Source: an optimization exercise on an open RTL-to-GDS flow (aim: a short achievable clock period and few clock cycles). Production flows keep margins and buffers that such runs may drop.
Where RTL was checked, it was by simulation tests only, not by an equivalence proof against the original.
Power is estimated from default activity; no workload was simulated.

==> flow/design.v <==
`timescale 1ns / 1ps
module cpu
#(
    parameter ADDR_WIDTH = 16,
    parameter DATA_WIDTH = 16
)
(
    input clk,
    input reset_n,
    input [DATA_WIDTH-1:0] data_in,
    output [ADDR_WIDTH-1:0] addr,
    output [DATA_WIDTH-1:0] data_out,
    output we_n
);
function [15:0] inc16(input [15:0] a);
    reg [15:0] c;
    integer i, l;
    begin
        c = a;               
        for (l = 1; l < 16; l = l * 2)
            for (i = 15; i >= 0; i = i - 1)
                if (i >= l) c[i] = c[i] & c[i - l];
        inc16 = a ^ {c[14:0], 1'b1};
    end
endfunction
function [16:0] add16(input [15:0] a, input [15:0] b);
    reg [15:0] g, p, gn, pn;
    integer i, l;
    begin
        g = a & b;
        p = a | b;
        for (l = 1; l < 16; l = l * 2) begin
            gn = g; pn = p;
            for (i = 0; i < 16; i = i + 1)
                if (i >= l) begin
                    gn[i] = g[i] | (p[i] & g[i - l]);
                    pn[i] = p[i] & p[i - l];
                end
            g = gn; p = pn;
        end
        add16 = {g[15], (a ^ b) ^ {g[14:0], 1'b0}};
    end
endfunction
reg [15:0] A;        
reg [15:0] DO;       
reg        WEN;      
reg [15:0] PC;       
reg [15:0] AC;
reg        E;
reg [15:0] DR;       
reg        pend;     
reg sF, sI, sR, sW, sH;
reg oAND, oADD, oLDA, oSTA, oBUN, oBSA, oISZ;
reg zskip;           
assign addr = A;
assign data_out = DO;
assign we_n = WEN;
wire [15:0] ir = data_in;
wire [2:0] op = ir[14:12];
wire       ib = ir[15];
wire [11:0] f = ir[11:0];
wire rr = (op == 3'd7) & ~ib;
wire io = (op == 3'd7) & ib;
wire [15:0] pc1 = inc16(PC);
wire [15:0] pc2h = inc16({1'b0, PC[15:1]});
wire [15:0] pc2 = {pc2h[14:0], PC[0]};
wire acz = (AC == 16'd0);
wire r_cla = rr & (f == 12'h800);
wire r_cle = rr & (f == 12'h400);
wire r_cma = rr & (f == 12'h200);
wire r_cme = rr & (f == 12'h100);
wire r_cir = rr & (f == 12'h080);
wire r_cil = rr & (f == 12'h040);
wire r_inc = rr & (f == 12'h020);
wire r_hlt = rr & (f == 12'h001);
wire skipm = (f == 12'h010 & ~AC[15]) | (f == 12'h008 & AC[15]) |
             (f == 12'h004 & acz) | (f == 12'h002 & ~E);
wire [16:0] sum = add16(AC, DR);
wire [15:0] ac_now = pend ? sum[15:0] : AC;
always @(posedge clk or negedge reset_n) begin
    if (!reset_n) begin
        A <= 16'd0;
        DO <= 16'd0;
        WEN <= 1'b1;
        PC <= 16'd0;
        AC <= 16'd0;
        E <= 1'b0;
        DR <= 16'd0;
        pend <= 1'b0;
        sF <= 1'b1; sI <= 1'b0; sR <= 1'b0; sW <= 1'b0; sH <= 1'b0;
        oAND <= 1'b0; oADD <= 1'b0; oLDA <= 1'b0; oSTA <= 1'b0;
        oBUN <= 1'b0; oBSA <= 1'b0; oISZ <= 1'b0;
        zskip <= 1'b0;
    end else begin
        if (sF) begin
            if (pend) begin
                AC <= sum[15:0];
                E <= sum[16];
                pend <= 1'b0;
            end
            if (!(pend & rr)) begin
                oAND <= (op == 3'd0);
                oADD <= (op == 3'd1);
                oLDA <= (op == 3'd2);
                oSTA <= (op == 3'd3);
                oBUN <= (op == 3'd4);
                oBSA <= (op == 3'd5);
                oISZ <= (op == 3'd6);
                if (io | r_hlt) begin
                    sF <= 1'b0;
                    sH <= 1'b1;
                end else if (rr) begin
                    A <= skipm ? pc2 : pc1;
                    PC <= skipm ? pc2 : pc1;
                    if (r_cla) AC <= 16'd0;
                    if (r_cle) E <= 1'b0;
                    if (r_cma) AC <= ~AC;
                    if (r_cme) E <= ~E;
                    if (r_cir) begin AC <= {E, AC[15:1]}; E <= AC[0]; end
                    if (r_cil) begin AC <= {AC[14:0], E}; E <= AC[15]; end
                    if (r_inc) AC <= inc16(AC);
                end else if (op == 3'd4 && !ib) begin
                    A <= {4'd0, f};
                    PC <= {4'd0, f};
                end else begin
                    A <= {4'd0, f};
                    PC <= pc1;
                    sF <= 1'b0;
                    if (ib) begin
                        sI <= 1'b1;
                    end else if (op == 3'd3 || op == 3'd5) begin
                        sW <= 1'b1;
                        WEN <= 1'b0;
                        DO <= (op == 3'd3) ? ac_now : pc1;
                    end else begin
                        sR <= 1'b1;
                    end
                end
            end
        end
        if (sI) begin
            A <= data_in;
            sI <= 1'b0;
            if (oBUN) begin
                PC <= data_in;
                sF <= 1'b1;
            end else if (oSTA | oBSA) begin
                sW <= 1'b1;
                WEN <= 1'b0;
                DO <= oSTA ? AC : PC;
            end else begin
                sR <= 1'b1;
            end
        end
        if (sR) begin
            sR <= 1'b0;
            if (oISZ) begin
                DO <= inc16(data_in);
                zskip <= (data_in == 16'hFFFF);
                WEN <= 1'b0;
                sW <= 1'b1;
            end else begin
                if (oAND) AC <= AC & data_in;
                if (oADD) begin DR <= data_in; pend <= 1'b1; end
                if (oLDA) AC <= data_in;
                A <= PC;
                sF <= 1'b1;
            end
        end
        if (sW) begin
            WEN <= 1'b1;
            sW <= 1'b0;
            sF <= 1'b1;
            if (oBSA) begin
                A <= inc16(A);
                PC <= inc16(A);
            end else if (oISZ & zskip) begin
                A <= pc1;
                PC <= pc1;
            end else begin
                A <= PC;
            end
        end
    end
end
endmodule
clock: 4.0 ns
lec_check: 0
abc_clock_period_in_ps: 2000
cap_margin: 20
core_margin: 2
core_utilization: 25
setup_slack_margin: 2.0
slew_margin: 20
run.sh (not shown) runs the stock make flow with config.mk's settings and CLKGATE_MAP_FILE= SYNTH_SCRIPT=/design/flow/synth_recipe.tcl, a recipe that flattens the netlist after the stock synthesis.
Testbench counts at the start, summed over its fixed seeds: cycles 8,959.
Then changed:
--- a/flow/design.v
+++ b/flow/design.v
@@ -9,41 +9,12 @@
     input reset_n,
     input [DATA_WIDTH-1:0] data_in,
     output [ADDR_WIDTH-1:0] addr,
     output [DATA_WIDTH-1:0] data_out,
     output we_n
 );
-function [15:0] inc16(input [15:0] a);
-    reg [15:0] c;
-    integer i, l;
-    begin
-        c = a;               
-        for (l = 1; l < 16; l = l * 2)
-            for (i = 15; i >= 0; i = i - 1)
-                if (i >= l) c[i] = c[i] & c[i - l];
-        inc16 = a ^ {c[14:0], 1'b1};
-    end
-endfunction
-function [16:0] add16(input [15:0] a, input [15:0] b);
-    reg [15:0] g, p, gn, pn;
-    integer i, l;
-    begin
-        g = a & b;
-        p = a | b;
-        for (l = 1; l < 16; l = l * 2) begin
-            gn = g; pn = p;
-            for (i = 0; i < 16; i = i + 1)
-                if (i >= l) begin
-                    gn[i] = g[i] | (p[i] & g[i - l]);
-                    pn[i] = p[i] & p[i - l];
-                end
-            g = gn; p = pn;
-        end
-        add16 = {g[15], (a ^ b) ^ {g[14:0], 1'b0}};
-    end
-endfunction
 reg [15:0] A;        
 reg [15:0] DO;       
 reg        WEN;      
 reg [15:0] PC;       
 reg [15:0] AC;
 reg        E;
@@ -58,27 +29,26 @@
 wire [15:0] ir = data_in;
 wire [2:0] op = ir[14:12];
 wire       ib = ir[15];
 wire [11:0] f = ir[11:0];
 wire rr = (op == 3'd7) & ~ib;
 wire io = (op == 3'd7) & ib;
-wire [15:0] pc1 = inc16(PC);
-wire [15:0] pc2h = inc16({1'b0, PC[15:1]});
-wire [15:0] pc2 = {pc2h[14:0], PC[0]};
+wire [15:0] pc1 = PC + 16'd1;
+wire [15:0] pc2 = PC + 16'd2;
 wire acz = (AC == 16'd0);
 wire r_cla = rr & (f == 12'h800);
 wire r_cle = rr & (f == 12'h400);
 wire r_cma = rr & (f == 12'h200);
 wire r_cme = rr & (f == 12'h100);
 wire r_cir = rr & (f == 12'h080);
 wire r_cil = rr & (f == 12'h040);
 wire r_inc = rr & (f == 12'h020);
 wire r_hlt = rr & (f == 12'h001);
 wire skipm = (f == 12'h010 & ~AC[15]) | (f == 12'h008 & AC[15]) |
              (f == 12'h004 & acz) | (f == 12'h002 & ~E);
-wire [16:0] sum = add16(AC, DR);
+wire [16:0] sum = {1'b0, AC} + {1'b0, DR};
 wire [15:0] ac_now = pend ? sum[15:0] : AC;
 always @(posedge clk or negedge reset_n) begin
     if (!reset_n) begin
         A <= 16'd0;
         DO <= 16'd0;
         WEN <= 1'b1;
@@ -115,13 +85,13 @@
                     if (r_cla) AC <= 16'd0;
                     if (r_cle) E <= 1'b0;
                     if (r_cma) AC <= ~AC;
                     if (r_cme) E <= ~E;
                     if (r_cir) begin AC <= {E, AC[15:1]}; E <= AC[0]; end
                     if (r_cil) begin AC <= {AC[14:0], E}; E <= AC[15]; end
-                    if (r_inc) AC <= inc16(AC);
+                    if (r_inc) AC <= AC + 16'd1;
                 end else if (op == 3'd4 && !ib) begin
                     A <= {4'd0, f};
                     PC <= {4'd0, f};
                 end else begin
                     A <= {4'd0, f};
                     PC <= pc1;
@@ -152,13 +122,13 @@
                 sR <= 1'b1;
             end
         end
         if (sR) begin
             sR <= 1'b0;
             if (oISZ) begin
-                DO <= inc16(data_in);
+                DO <= data_in + 16'd1;
                 zskip <= (data_in == 16'hFFFF);
                 WEN <= 1'b0;
                 sW <= 1'b1;
             end else begin
                 if (oAND) AC <= AC & data_in;
                 if (oADD) begin DR <= data_in; pend <= 1'b1; end
@@ -169,14 +139,14 @@
         end
         if (sW) begin
             WEN <= 1'b1;
             sW <= 1'b0;
             sF <= 1'b1;
             if (oBSA) begin
-                A <= inc16(A);
-                PC <= inc16(A);
+                A <= A + 16'd1;
+                PC <= A + 16'd1;
             end else if (oISZ & zskip) begin
                 A <= pc1;
                 PC <= pc1;
             end else begin
                 A <= PC;
             end
Outcome:
- clock skew rises by 0.0044 ns
- die area falls by 4.9%
- fmax falls by 5.4%
- design area falls by 5.6%
- cell count falls by 7.4%
- core utilization falls by 0.17 points
- clock power rises by about 7%
- routed wire length falls by 14%
- first-iteration DRC count falls by 23%
- worst setup slack got worse by 0.15 ns
- sequential share of layout area rises by 0.98 points
- global-route usage falls by 1.9 points
- via count falls by 9.8%
Function not checked in the second run of this note: the RTL went through the layout flow alone.

[what the ideal ports hide]
The flow's constraints put no driver on any port. The routed layouts listed below were extracted and timed again, unchanged, in two steps. Step 1 assumes that a clkbuf_16 drives the clock port and a buf_2 every other input. Step 2, shift: input delay + t, output delay - t, t = (earliest + latest rising clock arrival at the registers) / 2. This alone moves slack from input paths to output paths. Slacks: ideal / step 1 / step 2; pairs: ideal / step 1.
run | t (ns) | slack for setup (ns) | worst setup path at the end | latest minus earliest clock arrival (ns) | slew at the worst register clock pin (ns)
the first run | 0.424 | 1.344 / 1.344 / 0.941 | input to register | 0.012 / 0.012 | 0.08 / 0.08
the second run | 0.426 | 1.192 / 1.192 / 0.852 | input to register | 0.017 / 0.016 | 0.09 / 0.09
After both steps every run listed still meets setup and hold. The setup slack of the first run, which loses most, moves by 0.000 ns with the drivers and by -0.403 ns with both steps.
